From an optimization exercise on the open Yosys and OpenROAD flow, aimed at a short achievable clock period and few clock cycles; shortcuts taken in it are not production practice.
Function was checked by simulation only, so behaviour that the tests miss may differ from the original.
Power figures rest on the tool's default switching activity, not on a simulated workload.

## run.sh

```bash
#!/bin/bash
# synth_recipe.tcl (not shown) runs the flow's synth.tcl, then flattens the netlist and writes it again
# the make line also repeats each setting of config.mk as NAME=value (left out here)
make -C /OpenROAD-flow-scripts/flow DESIGN_CONFIG=/design/flow/config.mk WORK_HOME=/design/flow/orfs CLKGATE_MAP_FILE= SYNTH_SCRIPT=/design/flow/synth_recipe.tcl finish
```

## config.mk

```make
export PLATFORM = sky130hd
export DESIGN_NAME = Pipeline_CPU
export DESIGN_NICKNAME = Pipeline_CPU
export VERILOG_FILES = /design/flow/design.v
export SDC_FILE = /design/flow/constraint.sdc
export NUM_CORES = 8
export LEC_CHECK = 0
export CAP_MARGIN = 40
export CORE_MARGIN = 2
export CORE_UTILIZATION = 40
export PLACE_DENSITY = 0.6
export SETUP_SLACK_MARGIN = 3.2
export SLEW_MARGIN = 40
export SYNTH_HIERARCHICAL = 1
```

## constraint.sdc

```tcl
create_clock -name core_clock -period 6.0 [get_ports {clk}]
set_input_delay 1.2000 -clock core_clock [delete_from_list [all_inputs] [get_ports {clk}]]
set_output_delay 1.2000 -clock core_clock [all_outputs]
set_load 0.01 [all_outputs]
```

## design.v

```verilog
module Pipeline_CPU(
    input clk,                  
    input rst,                  
    input [31:0] Data_in,       
    input [31:0] inst_IF,       
    output [31:0] PC_out_IF,    
    output MemRW_Mem,           
    output [31:0] Addr_out,     
    output [31:0] Data_out      
);
    integer i;
    genvar gi;
    reg  [31:2] pc;
    reg  [31:0] pc_oh;           
    reg  [31:0] ic_v;
    reg  [11:7] ic_tag [0:31];
    reg  [31:0] ic_w   [0:31];
    reg  [31:0] w1_q;
    reg         w1_okq;
    reg  [31:0] w1_o1, w1_o2;      
    reg  [31:0] btb_v;
    reg  [31:0] btb_tkv;         
    reg  [31:0] btb_tw  [0:31];
    reg  [31:0] btb_twv;
    reg  [8:7]  btb_tag [0:31];
    reg  [11:2] btb_tgt [0:31];
    reg  [11:2] btb_tg4 [0:31];
    reg  [1:0]  btb_cnt [0:31];
    reg         x0_chk, x1_chk;            
    reg         x0_wr,  x1_wr;             
    reg  [4:0]  x0_rd,  x1_rd;
    reg         x0_br,  x1_br, x0_jal, x1_jal, x0_jalr;
    reg         x0_bne, x1_bne;
    reg  [31:2] x0_bt, x1_bt, x0_jt, x1_jt, x0_pc4, x1_pc4;
    reg  [31:0] x0_a, x0_b, x1_a, x1_b, x0_sd, x1_sd, x0_pre, x1_pre;
    reg         x0_add, x0_sub, x0_sll, x0_srl, x0_sra, x0_slt, x0_sltu, x0_xor, x0_or, x0_and;
    reg         x1_add, x1_sub, x1_sll, x1_srl, x1_sra, x1_slt, x1_sltu, x1_xor, x1_or, x1_and;
    reg         x0_hit, x1_hit, x0_ptk, x1_ptk, x0_pg, x1_pg;
    reg  [1:0]  x0_cnt, x1_cnt;
    reg  [4:0]  x0_bidx, x1_bidx;
    reg  [8:7]  x0_btag, x1_btag;
    reg  [11:2] x0_ptgt, x1_ptgt, x0_lo, x1_lo;
    reg         x_ld, x_st, x_ms;          
    reg  [4:0]  x_ldrd;                    
    reg         x_ldw;
    reg         m0_wr, m1_wr, m_ld, m_st, m_ms, m_jalr;
    reg  [4:0]  m0_rd, m1_rd;
    reg  [31:1] m0_we, m1_we;
    reg  [31:0] m0_res, m1_res, m_addr, m_sd;
    reg  [31:2] m_jt;
    reg  [31:0] rf [1:31];
    wire [31:0] wb0 = (m_ld & ~m_ms) ? Data_in : m0_res;
    wire [31:0] wb1 = (m_ld &  m_ms) ? Data_in : m1_res;
    assign Addr_out  = m_addr;
    assign Data_out  = m_sd;
    assign MemRW_Mem = m_st;
    assign PC_out_IF = {pc, 2'b00};
    wire jr_m = m_jalr;
    wire [31:0] w0 = inst_IF;
    wire [31:0] w1 = w1_q;
    wire        w1_ok = w1_okq;
    wire        d0_lui, d0_auipc, d0_jal, d0_jalr, d0_br, d0_ld, d0_st, d0_op, d0_u1, d0_u2, d0_wr;
    wire        d1_lui, d1_auipc, d1_jal, d1_jalr, d1_br, d1_ld, d1_st, d1_op, d1_u1, d1_u2, d1_wr;
    wire [9:0]  d0_s, d1_s;    
    wire [31:0] d0_immb, d1_immb;              
    idec u_d0 (.w(w0), .lui(d0_lui), .auipc(d0_auipc), .jal(d0_jal), .jalr(d0_jalr),
               .br(d0_br), .ld(d0_ld), .st(d0_st), .op(d0_op), .use1(d0_u1), .use2(d0_u2),
               .wr(d0_wr), .s(d0_s), .immb(d0_immb));
    idec u_d1 (.w(w1), .lui(d1_lui), .auipc(d1_auipc), .jal(d1_jal), .jalr(d1_jalr),
               .br(d1_br), .ld(d1_ld), .st(d1_st), .op(d1_op), .use1(d1_u1), .use2(d1_u2),
               .wr(d1_wr), .s(d1_s), .immb(d1_immb));
    wire [4:0] r0d = w0[11:7], r01 = w0[19:15], r02 = w0[24:20];
    wire [4:0] r1d = w1[11:7], r11 = w1[19:15], r12 = w1[24:20];
    wire [31:2] pc4, pc8, pc12;
    inc30 u_i4 (.a(pc), .k(2'd1), .y(pc4));
    inc30 u_i8 (.a(pc), .k(2'd2), .y(pc8));
    inc30 u_ic (.a(pc), .k(2'd3), .y(pc12));
    wire [31:0] oh1 = {pc_oh[30:0], pc_oh[31]};
    wire [31:0] oh2 = {pc_oh[29:0], pc_oh[31:30]};
    wire [31:0] oh3 = {pc_oh[28:0], pc_oh[31:29]};
    wire [31:2] bt0, jt0, bt1, jt1;
    wire [10:0] lob0, loj0, lob1, loj1;
    wire [9:0]  l4b0, l4j0, l4b1, l4j1;
    wire        pgb0, pgj0, pgb1, pgj1;
    tgt u_t0 (.pc(pc), .ci(1'b0), .lpc(pc[11:2]), .w(w0), .bt(bt0), .jt(jt0), .lob(lob0), .loj(loj0), .l4b(l4b0), .l4j(l4j0), .pgb(pgb0), .pgj(pgj0));
    tgt u_t1 (.pc(pc), .ci(1'b1), .lpc(pc4[11:2]), .w(w1), .bt(bt1), .jt(jt1), .lob(lob1), .loj(loj1), .l4b(l4b1), .l4j(l4j1), .pgb(pgb1), .pgj(pgj1));
    wire [31:0] pre0 = d0_lui ? {w0[31:12], 12'h0} : d0_auipc ? ({pc, 2'b00} + {w0[31:12], 12'h0})
                     : (d0_jal | d0_jalr) ? {pc4, 2'b00} : 32'd0;
    wire [31:0] pre1 = d1_lui ? {w1[31:12], 12'h0} : d1_auipc ? ({pc, 2'b00} + {w1[31:12], 12'h004})
                     : (d1_jal | d1_jalr) ? {pc8, 2'b00} : 32'd0;
    wire [63:0]  tags_f;
    wire [319:0] tgts_f, tg4s_f;
    wire [63:0]  cnts_f;
    wire [1023:0] tws_f;
    generate for (gi = 0; gi < 32; gi = gi + 1) begin : btbf
        assign tws_f[32*gi +: 32]  = btb_tw[gi];
        assign tags_f[2*gi +: 2]   = btb_tag[gi];
        assign tgts_f[10*gi +: 10] = btb_tgt[gi];
        assign tg4s_f[10*gi +: 10] = btb_tg4[gi];
        assign cnts_f[2*gi +: 2]   = btb_cnt[gi];
    end endgenerate
    wire        b0_hit, b0_tk, b1_hit, b1_tk;
    wire [1:0]  b0_cnt, b1_cnt;
    wire [11:2] b0_tgt, b0_tg4, b1_tgt, b1_tg4;
    wire [31:0] b0_tw, b1_tw;
    wire        b0_twv, b1_twv;
    btb_look u_b0 (.oh(pc_oh), .tag(pc[8:7]), .v(btb_v), .tkv(btb_tkv), .tags(tags_f), .tgts(tgts_f),
                   .tg4s(tg4s_f), .cnts(cnts_f),
                   .tws(tws_f), .twv(btb_twv),
                   .hit(b0_hit), .tk(b0_tk), .cnt(b0_cnt), .tgt(b0_tgt), .tg4(b0_tg4),
                   .tw(b0_tw), .twok(b0_twv));
    btb_look u_b1 (.oh(oh1), .tag(pc4[8:7]), .v(btb_v), .tkv(btb_tkv), .tags(tags_f), .tgts(tgts_f),
                   .tg4s(tg4s_f), .cnts(cnts_f),
                   .tws(tws_f), .twv(btb_twv),
                   .hit(b1_hit), .tk(b1_tk), .cnt(b1_cnt), .tgt(b1_tgt), .tg4(b1_tg4),
                   .tw(b1_tw), .twok(b1_twv));
    wire [31:0] rf01 = (r01 == 5'd0) ? 32'd0 : rf[r01];
    wire [31:0] rf02 = (r02 == 5'd0) ? 32'd0 : rf[r02];
    wire [31:0] rf11, rf12;
    wire [1023:0] rf_f;
    assign rf_f[31:0] = 32'd0;
    generate for (gi = 1; gi < 32; gi = gi + 1) begin : rff
        assign rf_f[32*gi +: 32] = rf[gi];
    end endgenerate
    rf_oh u_rf11 (.oh(w1_o1), .r(rf_f), .y(rf11));
    rf_oh u_rf12 (.oh(w1_o2), .r(rf_f), .y(rf12));
    wire [31:0] o01 = (m1_wr & m1_rd == r01) ? wb1 : (m0_wr & m0_rd == r01) ? wb0 : rf01;
    wire [31:0] o02 = (m1_wr & m1_rd == r02) ? wb1 : (m0_wr & m0_rd == r02) ? wb0 : rf02;
    wire [31:0] o11 = (m1_wr & m1_rd == r11) ? wb1 : (m0_wr & m0_rd == r11) ? wb0 : rf11;
    wire [31:0] o12 = (m1_wr & m1_rd == r12) ? wb1 : (m0_wr & m0_rd == r12) ? wb0 : rf12;
    wire e01_1 = x1_wr & (x1_rd == r01), e01_0 = ~e01_1 & x0_wr & (x0_rd == r01);
    wire e02_1 = x1_wr & (x1_rd == r02), e02_0 = ~e02_1 & x0_wr & (x0_rd == r02);
    wire e11_1 = x1_wr & (x1_rd == r11), e11_0 = ~e11_1 & x0_wr & (x0_rd == r11);
    wire e12_1 = x1_wr & (x1_rd == r12), e12_0 = ~e12_1 & x0_wr & (x0_rd == r12);
    wire lu0 = x_ldw & ((d0_u1 & r01 == x_ldrd) | (d0_u2 & r02 == x_ldrd));
    wire lu1 = x_ldw & ((d1_u1 & r11 == x_ldrd) | (d1_u2 & r12 == x_ldrd));
    wire raw  = d0_wr & ((d1_u1 & r11 == r0d) | (d1_u2 & r12 == r0d));
    wire pair = w1_ok & ~b0_tk & ~d0_jal & ~d0_jalr & ~d1_jalr & ~raw & ~lu1
              & ~((d0_ld | d0_st) & (d1_ld | d1_st));
    wire [31:0] sum0, diff0, reso0, res0, sum1, diff1, reso1, res1;
    alu u_a0 (.a(x0_a), .b(x0_b), .pre(x0_pre),
              .s({x0_add, x0_sub, x0_sll, x0_srl, x0_sra, x0_slt, x0_sltu, x0_xor, x0_or, x0_and}),
              .sum(sum0), .diff(diff0), .reso(reso0), .res(res0));
    alu u_a1 (.a(x1_a), .b(x1_b), .pre(x1_pre),
              .s({x1_add, x1_sub, x1_sll, x1_srl, x1_sra, x1_slt, x1_sltu, x1_xor, x1_or, x1_and}),
              .sum(sum1), .diff(diff1), .reso(reso1), .res(res1));
    wire tok0, tok1;
    eq10 u_k0 (.a(x0_lo), .b(x0_ptgt), .y(tok0));
    eq10 u_k1 (.a(x1_lo), .b(x1_ptgt), .y(tok1));
    wire tkn0, act0, mis0r, tkn1, act1, mis1r;
    br_res u_r0 (.a(x0_a), .b(x0_b), .bne(x0_bne), .br(x0_br), .jal(x0_jal),
                 .live(x0_chk & ~jr_m), .ptk(x0_ptk), .tok(x0_pg & tok0),
                 .taken(tkn0), .act(act0), .mis(mis0r));
    br_res u_r1 (.a(x1_a), .b(x1_b), .bne(x1_bne), .br(x1_br), .jal(x1_jal),
                 .live(x1_chk & ~jr_m), .ptk(x1_ptk), .tok(x1_pg & tok1),
                 .taken(tkn1), .act(act1), .mis(mis1r));
    wire mis0 = mis0r;
    wire mis1 = mis1r & ~mis0;
    wire mis  = mis0 | mis1;
    wire [31:2] rd0 = act0 ? (x0_jal ? x0_jt : x0_bt) : x0_pc4;
    wire [31:2] rd1 = act1 ? (x1_jal ? x1_jt : x1_bt) : x1_pc4;
    wire a0s = x0_add, a0d = x0_sub, a1s = x1_add, a1d = x1_sub;
    wire [31:0] n0a, n0b, n0sd, n1a, n1b, n1sd;
    wire [31:0] b0o = d0_op | d0_br ? o02 : d0_immb;
    wire [31:0] b1o = d1_op | d1_br ? o12 : d1_immb;
    wire b0e1 = (d0_op | d0_br) & e02_1, b0e0 = (d0_op | d0_br) & e02_0;
    wire b1e1 = (d1_op | d1_br) & e12_1, b1e0 = (d1_op | d1_br) & e12_0;
    sel7 u_n0a (.s0(e01_1 & a1s), .s1(e01_1 & a1d), .s2(e01_1), .s3(e01_0 & a0s), .s4(e01_0 & a0d),
                .s5(e01_0), .s6(~e01_1 & ~e01_0),
                .d0(sum1), .d1(diff1), .d2(reso1), .d3(sum0), .d4(diff0), .d5(reso0), .d6(o01), .y(n0a));
    sel7 u_n0b (.s0(b0e1 & a1s), .s1(b0e1 & a1d), .s2(b0e1), .s3(b0e0 & a0s), .s4(b0e0 & a0d),
                .s5(b0e0), .s6(~b0e1 & ~b0e0),
                .d0(sum1), .d1(diff1), .d2(reso1), .d3(sum0), .d4(diff0), .d5(reso0), .d6(b0o), .y(n0b));
    sel7 u_n0s (.s0(e02_1 & a1s), .s1(e02_1 & a1d), .s2(e02_1), .s3(e02_0 & a0s), .s4(e02_0 & a0d),
                .s5(e02_0), .s6(~e02_1 & ~e02_0),
                .d0(sum1), .d1(diff1), .d2(reso1), .d3(sum0), .d4(diff0), .d5(reso0), .d6(o02), .y(n0sd));
    sel7 u_n1a (.s0(e11_1 & a1s), .s1(e11_1 & a1d), .s2(e11_1), .s3(e11_0 & a0s), .s4(e11_0 & a0d),
                .s5(e11_0), .s6(~e11_1 & ~e11_0),
                .d0(sum1), .d1(diff1), .d2(reso1), .d3(sum0), .d4(diff0), .d5(reso0), .d6(o11), .y(n1a));
    sel7 u_n1b (.s0(b1e1 & a1s), .s1(b1e1 & a1d), .s2(b1e1), .s3(b1e0 & a0s), .s4(b1e0 & a0d),
                .s5(b1e0), .s6(~b1e1 & ~b1e0),
                .d0(sum1), .d1(diff1), .d2(reso1), .d3(sum0), .d4(diff0), .d5(reso0), .d6(b1o), .y(n1b));
    sel7 u_n1s (.s0(e12_1 & a1s), .s1(e12_1 & a1d), .s2(e12_1), .s3(e12_0 & a0s), .s4(e12_0 & a0d),
                .s5(e12_0), .s6(~e12_1 & ~e12_0),
                .d0(sum1), .d1(diff1), .d2(reso1), .d3(sum0), .d4(diff0), .d5(reso0), .d6(o12), .y(n1sd));
    wire stall = lu0;
    wire fgo   = ~jr_m & ~stall;
    wire hold  = ~jr_m & stall;
    wire go0   = fgo & ~mis;
    wire go1   = go0 & pair;
    wire s_t0  = fgo & b0_tk;
    wire s_t1  = fgo & pair & b1_tk;
    wire s_p8  = fgo & pair & ~b1_tk;
    wire s_p4  = fgo & ~pair & ~b0_tk;
    wire [31:2] pc_fd = ({30{s_t0}} & {pc[31:12], b0_tgt}) | ({30{s_t1}} & {pc4[31:12], b1_tgt})
                      | ({30{s_p8}} & pc8) | ({30{s_p4}} & pc4) | ({30{hold}} & pc)
                      | ({30{jr_m}} & m_jt);
    wire [31:2] pc_nx = mis0 ? rd0 : mis1r ? rd1 : pc_fd;
    wire [31:0] oh_bt0, oh_bt1, oh_mjt, oh_rd0, oh_rd1;
    dec5 u_o1 (.a(b0_tgt[6:2]), .y(oh_bt0));
    dec5 u_o2 (.a(b1_tgt[6:2]), .y(oh_bt1));
    dec5 u_o3 (.a(m_jt[6:2]),   .y(oh_mjt));
    wire [31:0] oh_t0, oh_n0, oh_t1, oh_n1;
    dec5 u_o4 (.a(x0_jal ? x0_jt[6:2] : x0_bt[6:2]), .y(oh_t0));
    dec5 u_o5 (.a(x0_pc4[6:2]), .y(oh_n0));
    dec5 u_o6 (.a(x1_jal ? x1_jt[6:2] : x1_bt[6:2]), .y(oh_t1));
    dec5 u_o7 (.a(x1_pc4[6:2]), .y(oh_n1));
    assign oh_rd0 = act0 ? oh_t0 : oh_n0;
    assign oh_rd1 = act1 ? oh_t1 : oh_n1;
    wire [31:0] oh_fd = ({32{s_t0}} & oh_bt0) | ({32{s_t1}} & oh_bt1) | ({32{s_p8}} & oh2)
                      | ({32{s_p4}} & oh1) | ({32{hold}} & pc_oh) | ({32{jr_m}} & oh_mjt);
    wire [31:0] oh_nx = mis0 ? oh_rd0 : mis1r ? oh_rd1 : oh_fd;
    wire [1023:0] icw_f;
    wire [159:0]  ict_f;
    generate for (gi = 0; gi < 32; gi = gi + 1) begin : icf
        assign icw_f[32*gi +: 32] = ic_w[gi];
        assign ict_f[5*gi +: 5]   = ic_tag[gi];
    end endgenerate
    wire [31:0] r8_w, r12_w;
    wire        r8_ok, r12_ok;
    ic_look u_c8  (.oh(oh2), .tag(pc8[11:7]),  .v(ic_v), .tags(ict_f), .ws(icw_f), .ok(r8_ok),  .w(r8_w));
    ic_look u_c12 (.oh(oh3), .tag(pc12[11:7]), .v(ic_v), .tags(ict_f), .ws(icw_f), .ok(r12_ok), .w(r12_w));
    reg  [11:2] x0_t4, x1_t4, xn0, xn1;
    reg  [31:0] ohx_t0, ohx_n0, ohx_t1, ohx_n1;
    wire [9:0]  f0_t4 = d0_jal ? l4j0 : l4b0;
    wire [9:0]  f1_t4 = d1_jal ? l4j1 : l4b1;
    always @(posedge clk) begin
        x0_t4 <= f0_t4;  ohx_t0 <= 32'd1 << f0_t4[4:0];
        x1_t4 <= f1_t4;  ohx_t1 <= 32'd1 << f1_t4[4:0];
        xn0   <= pc8[11:2];  ohx_n0 <= oh2;
        xn1   <= pc12[11:2]; ohx_n1 <= oh3;
    end
    wire [31:0] wx_t0, wx_n0, wx_t1, wx_n1;
    wire        kx_t0, kx_n0, kx_t1, kx_n1;
    ic_look u_cx1 (.oh(ohx_t0), .tag(x0_t4[11:7]), .v(ic_v), .tags(ict_f), .ws(icw_f), .ok(kx_t0), .w(wx_t0));
    ic_look u_cx2 (.oh(ohx_n0), .tag(xn0[11:7]),   .v(ic_v), .tags(ict_f), .ws(icw_f), .ok(kx_n0), .w(wx_n0));
    ic_look u_cx3 (.oh(ohx_t1), .tag(x1_t4[11:7]), .v(ic_v), .tags(ict_f), .ws(icw_f), .ok(kx_t1), .w(wx_t1));
    ic_look u_cx4 (.oh(ohx_n1), .tag(xn1[11:7]),   .v(ic_v), .tags(ict_f), .ws(icw_f), .ok(kx_n1), .w(wx_n1));
    wire [31:0] ox_t0_1, ox_t0_2, ox_n0_1, ox_n0_2, ox_t1_1, ox_t1_2, ox_n1_1, ox_n1_2;
    dec5 u_rx1 (.a(wx_t0[19:15]), .y(ox_t0_1));
    dec5 u_rx2 (.a(wx_t0[24:20]), .y(ox_t0_2));
    dec5 u_rx3 (.a(wx_n0[19:15]), .y(ox_n0_1));
    dec5 u_rx4 (.a(wx_n0[24:20]), .y(ox_n0_2));
    dec5 u_rx5 (.a(wx_t1[19:15]), .y(ox_t1_1));
    dec5 u_rx6 (.a(wx_t1[24:20]), .y(ox_t1_2));
    dec5 u_rx7 (.a(wx_n1[19:15]), .y(ox_n1_1));
    dec5 u_rx8 (.a(wx_n1[24:20]), .y(ox_n1_2));
    wire [31:0] wr0  = act0 ? wx_t0 : wx_n0,     wr1  = act1 ? wx_t1 : wx_n1;
    wire        kr0  = act0 ? kx_t0 : kx_n0,     kr1  = act1 ? kx_t1 : kx_n1;
    wire [31:0] or0_1 = act0 ? ox_t0_1 : ox_n0_1, or1_1 = act1 ? ox_t1_1 : ox_n1_1;
    wire [31:0] or0_2 = act0 ? ox_t0_2 : ox_n0_2, or1_2 = act1 ? ox_t1_2 : ox_n1_2;
    wire [31:0] w1_fd = ({32{hold}} & w1_q) | ({32{s_p4}} & r8_w) | ({32{s_p8}} & r12_w)
                      | ({32{s_t0}} & b0_tw) | ({32{s_t1}} & b1_tw);
    wire [31:0] o8_1, o8_2, o12_1, o12_2, ot0_1, ot0_2, ot1_1, ot1_2;
    dec5 u_p1 (.a(r8_w[19:15]),  .y(o8_1));
    dec5 u_p2 (.a(r8_w[24:20]),  .y(o8_2));
    dec5 u_p3 (.a(r12_w[19:15]), .y(o12_1));
    dec5 u_p4 (.a(r12_w[24:20]), .y(o12_2));
    dec5 u_p5 (.a(b0_tw[19:15]), .y(ot0_1));
    dec5 u_p6 (.a(b0_tw[24:20]), .y(ot0_2));
    dec5 u_p7 (.a(b1_tw[19:15]), .y(ot1_1));
    dec5 u_p8 (.a(b1_tw[24:20]), .y(ot1_2));
    wire [31:0] w1_nx = mis0 ? wr0 : mis1r ? wr1 : w1_fd;
    wire [31:0] o1_fd = ({32{hold}} & w1_o1) | ({32{s_p4}} & o8_1) | ({32{s_p8}} & o12_1)
                      | ({32{s_t0}} & ot0_1) | ({32{s_t1}} & ot1_1);
    wire [31:0] o1_nx = mis0 ? or0_1 : mis1r ? or1_1 : o1_fd;
    wire [31:0] o2_fd = ({32{hold}} & w1_o2) | ({32{s_p4}} & o8_2) | ({32{s_p8}} & o12_2)
                      | ({32{s_t0}} & ot0_2) | ({32{s_t1}} & ot1_2);
    wire [31:0] o2_nx = mis0 ? or0_2 : mis1r ? or1_2 : o2_fd;
    wire        ok_fd = (hold & w1_okq) | (s_p4 & r8_ok) | (s_p8 & r12_ok)
                      | (s_t0 & b0_twv) | (s_t1 & b1_twv);
    wire        ok_nx = mis0 ? kr0 : mis1r ? kr1 : ok_fd;
    wire k1 = ~jr_m & ~mis0;         
    always @(posedge clk or posedge rst) begin
        if (rst) begin
            pc     <= 30'd0;
            pc_oh  <= 32'd1;
            w1_okq <= 1'b0;
            x0_chk <= 1'b0; x1_chk <= 1'b0;
            x0_wr  <= 1'b0; x1_wr  <= 1'b0;
            x0_br  <= 1'b0; x1_br  <= 1'b0;
            x0_jal <= 1'b0; x1_jal <= 1'b0; x0_jalr <= 1'b0;
            x_ld   <= 1'b0; x_st   <= 1'b0; x_ldw <= 1'b0;
            m0_wr  <= 1'b0; m1_wr  <= 1'b0;
            m0_we  <= 31'd0; m1_we <= 31'd0;
            m_ld   <= 1'b0; m_st   <= 1'b0; m_jalr <= 1'b0;
        end else begin
            pc     <= pc_nx;
            pc_oh  <= oh_nx;
            w1_okq <= ok_nx;
            x0_chk <= go0 & ~d0_jalr;
            x1_chk <= go1;
            x0_wr  <= go0 & d0_wr;
            x1_wr  <= go1 & d1_wr;
            x0_br  <= go0 & d0_br;
            x1_br  <= go1 & d1_br;
            x0_jal <= go0 & d0_jal;
            x1_jal <= go1 & d1_jal;
            x0_jalr <= go0 & d0_jalr;
            x_ld   <= (go0 & d0_ld) | (go1 & d1_ld);
            x_st   <= (go0 & d0_st) | (go1 & d1_st);
            x_ldw  <= (go0 & d0_ld & d0_wr) | (go1 & d1_ld & d1_wr);
            m0_wr  <= ~jr_m & x0_wr;
            m1_wr  <= k1 & x1_wr;
            m0_we  <= {31{~jr_m & x0_wr}} & (32'd1 << x0_rd) >> 1;
            m1_we  <= {31{k1 & x1_wr}} & (32'd1 << x1_rd) >> 1;
            m_ld   <= x_ld & (x_ms ? k1 : ~jr_m);
            m_st   <= x_st & (x_ms ? k1 : ~jr_m);
            m_jalr <= ~jr_m & x0_jalr;
        end
    end
    always @(posedge clk) begin
        w1_q  <= w1_nx;
        w1_o1 <= o1_nx;
        w1_o2 <= o2_nx;
        x0_rd <= r0d;  x1_rd <= r1d;
        x0_bne <= w0[12]; x1_bne <= w1[12];
        x0_bt <= bt0; x0_jt <= jt0; x0_pc4 <= pc4;
        x1_bt <= bt1; x1_jt <= jt1; x1_pc4 <= pc8;
        x0_a <= n0a; x0_b <= n0b; x0_sd <= n0sd; x0_pre <= pre0;
        x1_a <= n1a; x1_b <= n1b; x1_sd <= n1sd; x1_pre <= pre1;
        {x0_add, x0_sub, x0_sll, x0_srl, x0_sra, x0_slt, x0_sltu, x0_xor, x0_or, x0_and} <= d0_s;
        {x1_add, x1_sub, x1_sll, x1_srl, x1_sra, x1_slt, x1_sltu, x1_xor, x1_or, x1_and} <= d1_s;
        x0_hit <= b0_hit; x0_cnt <= b0_cnt; x0_bidx <= pc[6:2]; x0_btag <= pc[8:7];
        x1_hit <= b1_hit; x1_cnt <= b1_cnt; x1_bidx <= pc4[6:2]; x1_btag <= pc4[8:7];
        x0_ptk <= b0_tk; x0_ptgt <= b0_tgt;
        x1_ptk <= b1_tk; x1_ptgt <= b1_tgt;
        x0_lo <= d0_jal ? loj0[9:0] : lob0[9:0];
        x0_pg <= d0_jal ? pgj0 : pgb0;
        x1_lo <= d1_jal ? loj1[9:0] : lob1[9:0];
        x1_pg <= d1_jal ? pgj1 : pgb1;
        x_ms   <= go1 & (d1_ld | d1_st);
        x_ldrd <= (go1 & d1_ld) ? r1d : r0d;
        m0_rd <= x0_rd; m1_rd <= x1_rd;
        m0_res <= res0; m1_res <= res1;
        m_ms   <= x_ms;
        m_addr <= x_ms ? sum1 : sum0;
        m_sd   <= x_ms ? x1_sd : x0_sd;
        m_jt   <= sum0[31:2];
    end
    always @(posedge clk or posedge rst) begin
        if (rst) ic_v <= 32'd0;
        else     ic_v <= ic_v | pc_oh;
    end
    always @(posedge clk) begin
        for (i = 0; i < 32; i = i + 1)
            if (pc_oh[i]) begin
                ic_w[i]   <= inst_IF;
                ic_tag[i] <= pc[11:7];
            end
    end
    always @(posedge clk or posedge rst) begin
        if (rst) begin
            for (i = 1; i < 32; i = i + 1) rf[i] <= 32'd0;
        end else begin
            for (i = 1; i < 32; i = i + 1)
                if (m1_we[i])      rf[i] <= wb1;
                else if (m0_we[i]) rf[i] <= wb0;
        end
    end
    reg         u0_ins, u0_dec, u0_clr, u1_ins, u1_dec, u1_clr;
    reg  [31:0] u0_oh, u1_oh;
    reg  [8:7]  u0_tag, u1_tag;
    reg  [11:2] u0_tgt, u1_tgt;
    reg  [1:0]  u0_cnt, u1_cnt;
    wire l0 = x0_chk & ~jr_m, l1 = x1_chk & k1;
    always @(posedge clk or posedge rst) begin
        if (rst) begin
            u0_ins <= 1'b0; u0_dec <= 1'b0; u0_clr <= 1'b0;
            u1_ins <= 1'b0; u1_dec <= 1'b0; u1_clr <= 1'b0;
        end else begin
            u0_ins <= l0 & act0;
            u0_dec <= l0 & x0_br & ~tkn0 & x0_hit;
            u0_clr <= l0 & ~x0_br & ~x0_jal & x0_hit;
            u1_ins <= l1 & act1;
            u1_dec <= l1 & x1_br & ~tkn1 & x1_hit;
            u1_clr <= l1 & ~x1_br & ~x1_jal & x1_hit;
        end
    end
    always @(posedge clk) begin
        u0_oh  <= 32'd1 << x0_bidx;
        u0_tag <= x0_btag;
        u0_tgt <= x0_jal ? x0_jt[11:2] : x0_bt[11:2];
        u0_cnt <= ~x0_hit ? (x0_jal ? 2'b11 : 2'b10)
                : act0    ? ((x0_cnt == 2'b11) ? 2'b11 : x0_cnt + 2'b01)
                :           ((x0_cnt == 2'b00) ? 2'b00 : x0_cnt - 2'b01);
        u1_oh  <= 32'd1 << x1_bidx;
        u1_tag <= x1_btag;
        u1_tgt <= x1_jal ? x1_jt[11:2] : x1_bt[11:2];
        u1_cnt <= ~x1_hit ? (x1_jal ? 2'b11 : 2'b10)
                : act1    ? ((x1_cnt == 2'b11) ? 2'b11 : x1_cnt + 2'b01)
                :           ((x1_cnt == 2'b00) ? 2'b00 : x1_cnt - 2'b01);
    end
    reg  [11:2] u1_t4, u0_t4;
    reg  [31:0] u1_t4oh, u0_t4oh;
    always @(posedge clk) begin
        u1_t4 <= x1_t4; u1_t4oh <= ohx_t1;
        u0_t4 <= x0_t4; u0_t4oh <= ohx_t0;
    end
    reg  [31:0] u1_tw, u0_tw;
    reg         u1_twok, u0_twok;
    always @(posedge clk) begin
        u1_tw <= wx_t1; u1_twok <= kx_t1;
        u0_tw <= wx_t0; u0_twok <= kx_t0;
    end
    always @(posedge clk or posedge rst) begin
        if (rst) begin
            btb_twv <= 32'd0;
        end else begin
            for (i = 0; i < 32; i = i + 1)
                if (u1_oh[i] & u1_ins)      btb_twv[i] <= u1_twok;
                else if (u0_oh[i] & u0_ins) btb_twv[i] <= u0_twok;
        end
    end
    always @(posedge clk or posedge rst) begin
        if (rst) begin
            btb_tkv <= 32'd0;
        end else begin
            for (i = 0; i < 32; i = i + 1)
                if (u1_oh[i] & (u1_ins | u1_dec | u1_clr))      btb_tkv[i] <= ~u1_clr & u1_cnt[1];
                else if (u0_oh[i] & (u0_ins | u0_dec | u0_clr)) btb_tkv[i] <= ~u0_clr & u0_cnt[1];
        end
    end
    always @(posedge clk or posedge rst) begin
        if (rst) begin
            btb_v <= 32'd0;
        end else begin
            for (i = 0; i < 32; i = i + 1)
                if (u1_oh[i] & (u1_ins | u1_clr))      btb_v[i] <= u1_ins;
                else if (u0_oh[i] & (u0_ins | u0_clr)) btb_v[i] <= u0_ins;
        end
    end
    always @(posedge clk) begin
        for (i = 0; i < 32; i = i + 1) begin
            if (u1_oh[i] & u1_ins) begin
                btb_tag[i] <= u1_tag;
                btb_tgt[i] <= u1_tgt;
                btb_tg4[i] <= u1_t4;
                btb_tw[i]  <= u1_tw;
            end else if (u0_oh[i] & u0_ins) begin
                btb_tag[i] <= u0_tag;
                btb_tgt[i] <= u0_tgt;
                btb_tg4[i] <= u0_t4;
                btb_tw[i]  <= u0_tw;
            end
            if (u1_oh[i] & (u1_ins | u1_dec))      btb_cnt[i] <= u1_cnt;
            else if (u0_oh[i] & (u0_ins | u0_dec)) btb_cnt[i] <= u0_cnt;
        end
    end
endmodule
module idec(input [31:0] w,
            output lui, output auipc, output jal, output jalr, output br,
            output ld, output st, output op, output use1, output use2, output wr,
            output [9:0] s, output [31:0] immb);
    wire [4:0] opc = w[6:2];
    wire [2:0] f3  = w[14:12];
    wire       f7b = w[30];
    assign lui   = (opc == 5'b01101);
    assign auipc = (opc == 5'b00101);
    assign jal   = (opc == 5'b11011);
    assign jalr  = (opc == 5'b11001);
    assign br    = (opc == 5'b11000);
    assign ld    = (opc == 5'b00000);
    assign st    = (opc == 5'b01000);
    assign op    = (opc == 5'b01100);
    wire   opi   = (opc == 5'b00100);
    assign use1  = ~(lui | auipc | jal);
    assign use2  = op | st | br;
    assign wr    = (w[11:7] != 5'd0) & ~(br | st);
    wire alu = op | opi;
    assign s[9] = (alu & f3 == 3'b000 & ~(op & f7b)) | ld | st;    
    assign s[8] = op & f3 == 3'b000 & f7b;                         
    assign s[7] = alu & f3 == 3'b001;                              
    assign s[6] = alu & f3 == 3'b101 & ~f7b;                       
    assign s[5] = alu & f3 == 3'b101 & f7b;                        
    assign s[4] = alu & f3 == 3'b010;                              
    assign s[3] = alu & f3 == 3'b011;                              
    assign s[2] = alu & f3 == 3'b100;                              
    assign s[1] = alu & f3 == 3'b110;                              
    assign s[0] = alu & f3 == 3'b111;                              
    assign immb = st ? {{20{w[31]}}, w[31:25], w[11:7]} : {{20{w[31]}}, w[31:20]};
endmodule
module tgt(input [31:2] pc, input ci, input [11:2] lpc, input [31:0] w,
           output [31:2] bt, output [31:2] jt,
           output [10:0] lob, output [10:0] loj, output [9:0] l4b, output [9:0] l4j,
           output pgb, output pgj);
    wire [31:0] immB = {{19{w[31]}}, w[31], w[7], w[30:25], w[11:8], 1'b0};
    wire [31:0] immJ = {{11{w[31]}}, w[31], w[19:12], w[20], w[30:21], 1'b0};
    wire [30:0] sb = {pc, ci} + {immB[31:2], ci};
    wire [30:0] sj = {pc, ci} + {immJ[31:2], ci};
    assign bt  = sb[30:1];
    assign jt  = sj[30:1];
    assign lob = {1'b0, lpc} + {1'b0, immB[11:2]};
    assign loj = {1'b0, lpc} + {1'b0, immJ[11:2]};
    wire [10:0] s4b = {lpc, 1'b1} + {immB[11:2], 1'b1};
    wire [10:0] s4j = {lpc, 1'b1} + {immJ[11:2], 1'b1};
    assign l4b = s4b[10:1];       
    assign l4j = s4j[10:1];
    assign pgb = (lob[10] == w[31]);
    assign pgj = w[31] ? (loj[10] & (w[19:12] == 8'hFF)) : (~loj[10] & (w[19:12] == 8'h00));
endmodule
module alu(input [31:0] a, input [31:0] b, input [31:0] pre, input [9:0] s,
           output [31:0] sum, output [31:0] diff, output [31:0] reso, output [31:0] res);
    add32 u_add (.a(a), .b(b), .y(sum));
    sub32 u_sub (.a(a), .b(b), .y(diff));
    wire        lts = $signed(a) < $signed(b);
    wire        ltu = a < b;
    wire [31:0] shl = a << b[4:0];
    wire [31:0] shr = a >> b[4:0];
    wire [31:0] sha = $signed(a) >>> b[4:0];
    assign reso = ({32{s[7]}} & shl) | ({32{s[6]}} & shr) | ({32{s[5]}} & sha)
                | ({32{s[2]}} & (a ^ b)) | ({32{s[1]}} & (a | b)) | ({32{s[0]}} & (a & b))
                | pre | {31'd0, (s[4] & lts) | (s[3] & ltu)};
    sel4 u_res (.s0(s[9]), .d0(sum), .s1(s[8]), .d1(diff), .s2(1'b1), .d2(reso),
                .s3(1'b0), .d3(32'd0), .y(res));
endmodule
module add32(input [31:0] a, input [31:0] b, output [31:0] y);
    assign y = a + b;
endmodule
module sub32(input [31:0] a, input [31:0] b, output [31:0] y);
    assign y = a - b;
endmodule
module inc30(input [31:2] a, input [1:0] k, output [31:2] y);
    assign y = a + {28'd0, k};
endmodule
module eq10(input [9:0] a, input [9:0] b, output y);
    assign y = (a == b);
endmodule
module dec5(input [4:0] a, output [31:0] y);
    assign y = 32'd1 << a;
endmodule
module sel4(input s0, input [31:0] d0, input s1, input [31:0] d1,
            input s2, input [31:0] d2, input s3, input [31:0] d3,
            output [31:0] y);
    assign y = ({32{s0}} & d0) | ({32{s1}} & d1) | ({32{s2}} & d2) | ({32{s3}} & d3);
endmodule
module sel7(input s0, input s1, input s2, input s3, input s4, input s5, input s6,
            input [31:0] d0, input [31:0] d1, input [31:0] d2, input [31:0] d3,
            input [31:0] d4, input [31:0] d5, input [31:0] d6,
            output [31:0] y);
    assign y = ({32{s0}} & d0) | ({32{s1}} & d1) | ({32{s2}} & d2) | ({32{s3}} & d3)
             | ({32{s4}} & d4) | ({32{s5}} & d5) | ({32{s6}} & d6);
endmodule
module btb_look(input [31:0] oh, input [8:7] tag, input [31:0] v, input [31:0] tkv,
                input [63:0] tags, input [319:0] tgts, input [319:0] tg4s, input [63:0] cnts,
                input [1023:0] tws, input [31:0] twv,
                output hit, output tk, output [1:0] cnt, output [11:2] tgt, output [11:2] tg4,
                output [31:0] tw, output twok);
    reg        rv, rtv;
    reg [31:0] rtw;
    reg [1:0]  rtag, rcnt;
    reg [9:0]  rtgt, rtg4;
    integer k;
    always @(*) begin
        rv = 1'b0; rtag = 2'd0; rcnt = 2'd0; rtgt = 10'd0; rtg4 = 10'd0;
        rtv = 1'b0; rtw = 32'd0;
        for (k = 0; k < 32; k = k + 1) begin
            rtv  = rtv  | (oh[k] & twv[k]);
            rtw  = rtw  | ({32{oh[k]}} & tws[32*k +: 32]);
            rv   = rv   | (oh[k] & v[k]);
            rtag = rtag | ({2{oh[k]}} & tags[2*k +: 2]);
            rcnt = rcnt | ({2{oh[k]}} & cnts[2*k +: 2]);
            rtgt = rtgt | ({10{oh[k]}} & tgts[10*k +: 10]);
            rtg4 = rtg4 | ({10{oh[k]}} & tg4s[10*k +: 10]);
        end
    end
    assign hit = rv;
    assign cnt = rcnt;
    assign tk  = |(oh & tkv);
    assign tgt = rtgt;
    assign tg4 = rtg4;
    assign tw  = rtw;
    assign twok = rtv;
endmodule
module ic_look(input [31:0] oh, input [11:7] tag, input [31:0] v,
               input [159:0] tags, input [1023:0] ws, output ok, output [31:0] w);
    reg        rv;
    reg [4:0]  rtag;
    reg [31:0] rw;
    integer k;
    always @(*) begin
        rv = 1'b0; rtag = 5'd0; rw = 32'd0;
        for (k = 0; k < 32; k = k + 1) begin
            rv   = rv   | (oh[k] & v[k]);
            rtag = rtag | ({5{oh[k]}} & tags[5*k +: 5]);
            rw   = rw   | ({32{oh[k]}} & ws[32*k +: 32]);
        end
    end
    assign ok = rv & (rtag == tag);
    assign w  = rw;
endmodule
module br_res(input [31:0] a, input [31:0] b, input bne, input br, input jal,
              input live, input ptk, input tok,
              output taken, output act, output mis);
    wire eq = (a == b);
    assign taken = eq ^ bne;
    assign act   = jal | (br & taken);
    assign mis   = live & (ptk ? ~(act & tok) : act);
endmodule
module rf_oh(input [31:0] oh, input [1023:0] r, output [31:0] y);
    reg [31:0] acc;
    integer k;
    always @(*) begin
        acc = 32'd0;
        for (k = 1; k < 32; k = k + 1)
            acc = acc | ({32{oh[k]}} & r[32*k +: 32]);
    end
    assign y = acc;
endmodule
```

==> results.py <==
metrics = {
    "grt": {
        "grt_pass1_vias": 321300,
        "grt_overflow_total": 0,
        "grt_pass1_wl_um": 3036000,
        "antenna_found_initial": 358,
        "grt.total_usage_pct": 57.06,
        "grt_max_degree": 124,
    },
    "cts": {
        "clk_path_buf_depth": 4,
        "path_clk_slew_ps": 70,
        "clock-root-buffer": "clkbuf_16",
        "clock_latency_ps": 1260,
        "cts_tree": "built",
        "ctsHtreeMaxLevel": 6,
        "cts_made_buffers": 578,
        "cts.sink_count": 4779,
    },
    "die": {
        "start_util_pct": 40.16,
        "die_area_um2": 779600,
        "core_area_um2": 769500,
        "die_height_um": 883.0,
        "ios": 163,
        "rows": 322,
        "fp.dieW_um": 883.0,
    },
    "critical_path": {
        "crit_type": "reg -> reg",
        "path_cells": "buf_4 > buf_12 > buf_12 > a22oi_2 > nand4_1 > nor4_2 > xor2_1 > nand4_1 > nor3_2 > a221oi_2 > a221o_1 > o21ai_1",
        "crit_buf_inv": 3,
        "critPathArrivalTime_ps": 5200,
        "worstPathRequired_ps": 7130,
        "crit_family": "simple AND/OR/NAND/NOR gates",
        "critPathMaxFanout": 53,
        "cpPeakStageDelay_ps": 610,
        "crit_path_end_kind": "flop",
        "startpoint_type": "flop",
        "slowest_stage": "nor4_2",
    },
    "status": {
        "status": "no timing/DRC/antenna violations",
    },
    "routing": {
        "via_per_inst": 8.260,
        "first_pass_iters": 22,
        "drtIter0Drc": 84210,
        "routed_wl_um": 2350000,
        "drc": 0,
        "wl_per_cell_um": 53.26,
        "ant_nets": 0,
        "vias": 364300,
    },
    "finish": {
        "fin_cells": 44110,
        "fin_util_pct": 49.85,
        "final_nets": 33450,
        "fin_area_um2": 383600,
        "drive_gt1_share_pct": 27.41,
        "fillers": 69660,
        "area_delta_synth_final_pct": 24.13,
    },
    "worst_hold_path": {
        "holdCritPathClass": "in -> reg",
    },
    "timing": {
        "post-route-period-util_pct": 67.86,
        "setup_tns_ps": 0,
        "holdWs_ps": 436.0,
        "slew_headroom_pct": 24.78,
        "slew_viol_final": 0,
        "finalHoldViolCount": 0,
        "skew_ps": 104.7,
        "fmax_mhz": 245.6,
        "rsz0062_at_grt": "true",
        "setup_slack_ps": 1929,
        "tightestPinTransition_ps": 1128,
        "setup_violations": 0,
        "fin_crit_ps": 4071,
    },
    "placed_design": {
        "dp_slack_ps": 429.9,
        "dp_cells": 40820,
        "hpwlAfterDp_um": 1442000,
        "gp_congestion": 1.104,
        "portBuffers": 158,
        "dpl_cell_area_um2": 326500,
    },
    "logic_synthesis": {
        "syn-cell-area_um2": 309000,
        "synth_warnings": 50,
        "synth_cells": 32260,
        "syn_area_per_cell_um2": 9.578,
    },
    "pwr": {
        "total_power_mw": 265.2,
        "p_leak_nw": 134.3,
        "p_per_area_nw_per_um2": 691.4,
        "ir_drop_uv": 894.1,
    },
    "flow_run": {
        "cap_viol_max_count": 0,
    },
}
state kept, by name, indices dropped and copies added (netlist names), 64 cells and up:
name,cells
rf,992
btb_tw,960
ic_w,960
btb_cnt,64
btb_tgt,320
ic_tag,160
timing repair:
item                        CTS  global route
setup buffers              1167           391
hold buffers                  0             0
pin swaps                  1018           900
setup endpoints to repair  1840           934
gates cloned                 89            26
resized for setup          3610          1231
path summary, 6_finish.rpt:
path | from | to | slack, ps | cells after the start
setup / recovery | pc_oh[20]$_DFF_PP0_ | w1_okq$_DFF_PP0_ | 1930 | 12
hold / removal | inst_IF[16] | ic_w[23][16]$_DFFE_PP_ | 440 | 2
setup reg to reg | pc_oh[20]$_DFF_PP0_ | w1_okq$_DFF_PP0_ | 1930 | 12
hold reg to reg | x_st$_DFF_PP0_ | m_st$_DFF_PP0_ | 460 | 1
max in group asynchronous | rst | rf[18][20]$_DFFE_PP0P_ | 4170 | 7
min in group asynchronous | rst | rf[11][22]$_DFFE_PP0P_ | 650 | 4
layer usage:
layer	GRT usage, %	up-vias	wire (um)
met5	5.636	-	5327
met4	54.82	205	313300
met3	34.30	15720	420900
met2	73.16	43670	860000
met1	63.34	175700	750000
li1	-	129000	-
power breakdown:
group | leakage [nW] | internal (mW) | switching (mW)
Sequential | 46.2 | 44.0 | 18.1
Combinational | 78.5 | 52.1 | 113
Clock | 9.61 | 21.6 | 16.5
Total | 134 | 118 | 148
layout by cell type (no fill, tap or decap), types with 166 or more instances in the layout:
cell type     n
o21ai_1     166
edfxtp_1   2464
nor2_1     1200
a21oi_1     402
mux2i_1     370
nand2_1    3074
clkbuf_16   614
xnor2_1     314
dfrtp_1    1137
buf_6       630
buf_4      1920
buf_12      572
nand4_1    1229
or4_1       194
mux2_2     1587
o21ai_0    2305
xor2_1      199
a222oi_1    301
inv_1       338
a221oi_2    193
a221oi_1    444
nand3_1     862
a22o_1      489
dfxtp_2     213
a221o_1     304
a22oi_1    6040
ha_1        338
a22oi_2     285
diode_2     529
dfxtp_1     617
dfxtp_4     217
layout make-up:
cell class                 instances  area [um^2]  area share [%]
antenna                          529         1324          0.3451
clock buffer                     800        16480           4.297
clock inverter                   270         3234          0.8432
inverter                         368         1490          0.3885
multi-input combinational      23690       180000           46.94
sequential                      4779       128200           33.42
tap                            10210        12770           3.329
timing repair buffer            3470        39970           10.42
timing repair inverter             5        75.07         0.01957
Testbench counts, summed over its fixed seeds: cycles 39,818.

-- re-timing with driven ports --
How much do the figures lean on ideal ports? The routed layout below was timed once more, with nothing changed but the port constraints. Step 1, drivers: a clkbuf_16 drives clk and a buf_2 each remaining input, both assumed. Step 2 adds t to the input delays and takes it off the output delays; t is the mean of the earliest and latest rising clock arrival at the registers after step 1. Input paths then give back, and output paths get back, about the clock's delay inside the block. Three values: no drivers, after step 1, after step 2; two values: the first two.
t, ns: 1.366
setup WS [ns]: 1.929 / 1.708 / 0.342
hold WS [ns]: 0.436 / 0.336 / 0.456
latest minus earliest clock arrival (ns): 0.113 / 0.114
cell pins on the clock port's net: 1
After both steps this run still meets setup and hold. The setup slack of this run moves by -0.221 ns with the drivers and by -1.587 ns with both steps.
